Context: an optimization exercise on an open-source flow, tuned for small area and a short achievable clock period. The choices shown serve that exercise and are no tape-out recipe. RTL that was checked went through simulation tests only; none was proved equivalent to the original. Power is estimated from default activity; no workload was simulated.

==> flow/design.v <==
module fpadd_40_add #(parameter N = 26, parameter L = 5) (
  input  [N-1:0] p0, g0,
  input          ci,
  output [N-1:0] s
);
wire [N-1:0] g [0:L];
wire [N-1:0] p [0:L];
assign g[0] = g0 | {{(N-1){1'b0}}, p0[0] & ci};
assign p[0] = p0;
genvar l, i;
generate
  for (l = 0; l < L; l = l + 1) begin : lv
    for (i = 0; i < N; i = i + 1) begin : bt
      if ((i >> l) & 1) begin : mg
        localparam integer J = ((i >> l) << l) - 1;
        assign g[l+1][i] = g[l][i] | (p[l][i] & g[l][J]);
        assign p[l+1][i] = p[l][i] & p[l][J];
      end else begin : ps
        assign g[l+1][i] = g[l][i];
        assign p[l+1][i] = p[l][i];
      end
    end
  end
endgenerate
assign s = p0 ^ {g[L][N-2:0], ci};
endmodule
module fpadd_40(x_40,y_40,res_40,clk_40,rst_40);
input  [31:0] x_40, y_40;
output [31:0] res_40;
input  clk_40, rst_40;
wire [7:0] ex = x_40[30:23];
wire [7:0] ey = y_40[30:23];
wire [8:0] dxy = {1'b0, ex} - {1'b0, ey};
wire [7:0] dyx = ey - ex;
wire       ge  = ~dxy[8];                    
wire [4:0] cxy = (dxy[7:0] > 8'd24) ? 5'd31 : dxy[4:0];   
wire [4:0] cyx = (dyx > 8'd24) ? 5'd31 : dyx[4:0];
wire       swap = y_40[30:0] > x_40[30:0];   
wire       hx   = |x_40[30:0];
wire       hy   = |y_40[30:0];
reg [22:0] fx1, fy1;
reg        hb1, sw1, sx1, sy1, sub1;
reg [7:0]  ea1;
reg [4:0]  d1;
always @(posedge clk_40) begin
  fx1  <= x_40[22:0];
  fy1  <= y_40[22:0];
  hb1  <= hx & hy;                            
  sw1  <= swap;
  ea1  <= ge ? ex : ey;
  d1   <= ge ? cxy : cyx;
  sx1  <= x_40[31] & (hx | hy);               
  sy1  <= y_40[31];
  sub1 <= x_40[31] ^ y_40[31];
end
wire [22:0] fa = sw1 ? fy1 : fx1;
wire        sg1 = sw1 ? sy1 : sx1;
wire [23:0] sb = {hb1, sw1 ? fx1 : fy1};
wire [24:0] b0 = {sb, 1'b0};
wire [24:0] b1 = d1[4] ? {16'd0, b0[24:16]} : b0;
wire [24:0] b2 = d1[3] ? { 8'd0, b1[24:8]}  : b1;
wire [24:0] b3 = d1[2] ? { 4'd0, b2[24:4]}  : b2;
wire [24:0] b4 = d1[1] ? { 2'd0, b3[24:2]}  : b3;
wire [24:0] b5 = d1[0] ? { 1'd0, b4[24:1]}  : b4;
reg [24:1] smask;
integer k;
always @(*) begin
  for (k = 1; k < 25; k = k + 1)
    smask[k] = (d1 > k) && (d1 <= k + 20) && (d1 <= 5'd24);
end
wire sticky = |(b0[24:1] & smask);
wire [25:0] aw = {2'b01, fa, 1'b0};
wire [25:0] bw = {sub1, b5 ^ {25{sub1}}};
wire [25:0] pw = aw ^ bw;
wire [25:0] gw = aw & bw;
reg [25:0] p2;
reg [23:1] g2;            
reg [7:0]  ea2;
reg        ci2, sg2;
always @(posedge clk_40) begin
  p2 <= pw; g2 <= gw[23:1]; ea2 <= ea1 + 8'd1;
  ci2 <= sub1 & ~sticky; sg2 <= sg1;
end
wire [25:0] s;
fpadd_40_add #(26) add (
  .p0(p2),
  .g0({1'b0, ~p2[24], g2, 1'b0}),
  .ci(ci2),
  .s (s)
);
reg [25:0] s3;
reg [7:0]  e3;
reg        sg3;
always @(posedge clk_40) begin
  s3 <= s; e3 <= ea2; sg3 <= sg2;
end
wire [31:0] v = {s3, 6'd0};
wire [15:0] z1;  wire [15:0] c1;       
genvar g;
generate for (g = 0; g < 16; g = g + 1) begin : l1
  assign z1[g] = ~(v[2*g+1] | v[2*g]);
  assign c1[g] = ~v[2*g+1];
end endgenerate
wire [7:0] z2; wire [15:0] c2;         
generate for (g = 0; g < 8; g = g + 1) begin : l2
  assign z2[g] = z1[2*g+1] & z1[2*g];
  assign c2[2*g+1:2*g] = z1[2*g+1] ? {1'b1, c1[2*g]} : {1'b0, c1[2*g+1]};
end endgenerate
wire [3:0] z3; wire [11:0] c3;         
generate for (g = 0; g < 4; g = g + 1) begin : l3
  assign z3[g] = z2[2*g+1] & z2[2*g];
  assign c3[3*g+2:3*g] = z2[2*g+1] ? {1'b1, c2[4*g+1:4*g]} : {1'b0, c2[4*g+3:4*g+2]};
end endgenerate
wire [1:0] z4; wire [7:0] c4;          
generate for (g = 0; g < 2; g = g + 1) begin : l4
  assign z4[g] = z3[2*g+1] & z3[2*g];
  assign c4[4*g+3:4*g] = z3[2*g+1] ? {1'b1, c3[6*g+2:6*g]} : {1'b0, c3[6*g+5:6*g+3]};
end endgenerate
wire       nz = ~(z4[1] & z4[0]);
wire [4:0] lz = z4[1] ? {1'b1, c4[3:0]} : {1'b0, c4[7:4]};
wire [25:0] n1 = lz[4] ? {s3[9:0], 16'd0} : s3;
wire [25:0] n2 = lz[3] ? {n1[17:0], 8'd0} : n1;
wire [25:0] n3 = lz[2] ? {n2[21:0], 4'd0} : n2;
wire [25:0] n4 = lz[1] ? {n3[23:0], 2'd0} : n3;
wire [25:0] n5 = lz[0] ? {n4[24:0], 1'd0} : n4;
wire [5:0]  el = {1'b0, e3[4:0]} - {1'b0, lz};
wire [2:0]  eh = el[5] ? e3[7:5] - 3'd1 : e3[7:5];
wire [31:0] r  = {sg3 & nz, nz ? {eh, el[4:0]} : 8'd0, n5[24:2]};
reg [31:0] r4;
always @(posedge clk_40) r4 <= r;
assign res_40 = r4;
endmodule
clock: 5.0 ns
lec_check: 0
abc_area: 1
cap_margin: 20
core_margin: 2
core_utilization: 40
cts_buf_list: sky130_fd_sc_hd__clkbuf_8
cts_cluster_size: 24
setup_slack_margin: 2.6
slew_margin: 20
standard.sh (not shown) runs the stock make flow with config.mk's settings and CLKGATE_MAP_FILE= SYNTH_SCRIPT=/design/flow/synth_recipe.tcl, a recipe that flattens the netlist after the stock synthesis.
==> flow/flow/run.sh <==
#!/bin/bash
# Standard ORFS layout, with the port buffers made from buf_2 cells instead
# of the resizer's default pick. Each step's full log stays under orfs/logs/.
set -euo pipefail
bash standard.sh finish 'BUFFER_PORTS_ARGS=-buffer_cell sky130_fd_sc_hd__buf_2' > make_finish.log 2>&1
==> next run, changes <==
--- a/flow/design.v
+++ b/flow/design.v
@@ -27,51 +27,45 @@
 module fpadd_40(x_40,y_40,res_40,clk_40,rst_40);
 input  [31:0] x_40, y_40;
 output [31:0] res_40;
 input  clk_40, rst_40;
 wire [7:0] ex = x_40[30:23];
 wire [7:0] ey = y_40[30:23];
-wire [8:0] dxy = {1'b0, ex} - {1'b0, ey};
-wire [7:0] dyx = ey - ex;
-wire       ge  = ~dxy[8];                    
-wire [4:0] cxy = (dxy[7:0] > 8'd24) ? 5'd31 : dxy[4:0];   
+wire [7:0] dxy = ex - ey;                    
+wire [7:0] dyx = ey - ex;                    
+wire [4:0] cxy = (dxy > 8'd24) ? 5'd31 : dxy[4:0];    
 wire [4:0] cyx = (dyx > 8'd24) ? 5'd31 : dyx[4:0];
 wire       swap = y_40[30:0] > x_40[30:0];   
 wire       hx   = |x_40[30:0];
 wire       hy   = |y_40[30:0];
 reg [22:0] fx1, fy1;
-reg        hb1, sw1, sx1, sy1, sub1;
+reg        hb1, sw1, sg1, sub1;
 reg [7:0]  ea1;
 reg [4:0]  d1;
 always @(posedge clk_40) begin
   fx1  <= x_40[22:0];
   fy1  <= y_40[22:0];
-  hb1  <= hx & hy;                            
+  hb1  <= swap ? hx : hy;
   sw1  <= swap;
-  ea1  <= ge ? ex : ey;
-  d1   <= ge ? cxy : cyx;
-  sx1  <= x_40[31] & (hx | hy);               
-  sy1  <= y_40[31];
+  ea1  <= swap ? ey : ex;
+  d1   <= swap ? cyx : cxy;
+  sg1  <= (swap ? y_40[31] : x_40[31]) & (hx | hy);
   sub1 <= x_40[31] ^ y_40[31];
 end
 wire [22:0] fa = sw1 ? fy1 : fx1;
-wire        sg1 = sw1 ? sy1 : sx1;
 wire [23:0] sb = {hb1, sw1 ? fx1 : fy1};
-wire [24:0] b0 = {sb, 1'b0};
+wire [24:0] b0 = {sb[23:3], sb[2] & ~(d1 >= 5'd24), sb[1] & ~(d1 >= 5'd23),
+                  sb[0] & ~(d1 >= 5'd22), 1'b0};
 wire [24:0] b1 = d1[4] ? {16'd0, b0[24:16]} : b0;
 wire [24:0] b2 = d1[3] ? { 8'd0, b1[24:8]}  : b1;
 wire [24:0] b3 = d1[2] ? { 4'd0, b2[24:4]}  : b2;
 wire [24:0] b4 = d1[1] ? { 2'd0, b3[24:2]}  : b3;
 wire [24:0] b5 = d1[0] ? { 1'd0, b4[24:1]}  : b4;
-reg [24:1] smask;
-integer k;
-always @(*) begin
-  for (k = 1; k < 25; k = k + 1)
-    smask[k] = (d1 > k) && (d1 <= k + 20) && (d1 <= 5'd24);
-end
-wire sticky = |(b0[24:1] & smask);
+wire sticky = ~&d1 & ((d1[4] & |b0[15:0]) | (d1[3] & |b1[7:0]) |
+                      (d1[2] & |b2[3:0])  | (d1[1] & |b3[1:0]) |
+                      (d1[0] & b4[0]));
 wire [25:0] aw = {2'b01, fa, 1'b0};
 wire [25:0] bw = {sub1, b5 ^ {25{sub1}}};
 wire [25:0] pw = aw ^ bw;
 wire [25:0] gw = aw & bw;
 reg [25:0] p2;
 reg [23:1] g2;            
@@ -120,13 +114,19 @@
 wire [4:0] lz = z4[1] ? {1'b1, c4[3:0]} : {1'b0, c4[7:4]};
 wire [25:0] n1 = lz[4] ? {s3[9:0], 16'd0} : s3;
 wire [25:0] n2 = lz[3] ? {n1[17:0], 8'd0} : n1;
 wire [25:0] n3 = lz[2] ? {n2[21:0], 4'd0} : n2;
 wire [25:0] n4 = lz[1] ? {n3[23:0], 2'd0} : n3;
 wire [25:0] n5 = lz[0] ? {n4[24:0], 1'd0} : n4;
-wire [5:0]  el = {1'b0, e3[4:0]} - {1'b0, lz};
-wire [2:0]  eh = el[5] ? e3[7:5] - 3'd1 : e3[7:5];
-wire [31:0] r  = {sg3 & nz, nz ? {eh, el[4:0]} : 8'd0, n5[24:2]};
+wire [7:0]  nlz = ~{3'b000, lz};
+wire [7:0]  er;
+fpadd_40_add #(8, 3) esub (
+  .p0(e3 ^ nlz),
+  .g0(e3 & nlz),
+  .ci(1'b1),
+  .s (er)
+);
+wire [31:0] r  = {sg3 & nz, nz ? er : 8'd0, n5[24:2]};
 reg [31:0] r4;
 always @(posedge clk_40) r4 <= r;
 assign res_40 = r4;
 endmodule
Non-clock buffer count increases by 16. Clock power rises by about 4%. Utilization went up by 1.0 points. Routed wire length goes down by 6.1%. Worst setup slack is worse by 0.37 ns. Synthesized area fell by 1.5%.
For the second run of this note, only the layout was checked, not whether the RTL still works.

-- afterwards: timing with drivers on the ports --
In the flow no input, the clock included, has a driving cell. The finished layouts below were timed again as built, in two steps. Step 1 assumes that a clkbuf_16 drives the clock port and a buf_2 every other input. Step 2, shift: input delay + t, output delay - t, t = (earliest + latest rising clock arrival at the registers) / 2. This alone moves slack from input paths to output paths. Three values: ideal ports, drivers, drivers and shift; two values: the first two.
| run | shift t [ns] | setup WS [ns] | slew at the worst register clock pin (ns) | cell pins on the clock port's net |
|---|---|---|---|---|
| the first run | 0.518 | 2.662 / 2.685 / 2.168 | 0.11 / 0.11 | 1 |
| the second run | 0.507 | 2.289 / 2.289 / 2.111 | 0.11 / 0.11 | 1 |
After both steps every run listed still meets setup and hold. The setup slack of the first run, which loses most, moves by +0.023 ns with the drivers and by -0.494 ns with both steps.
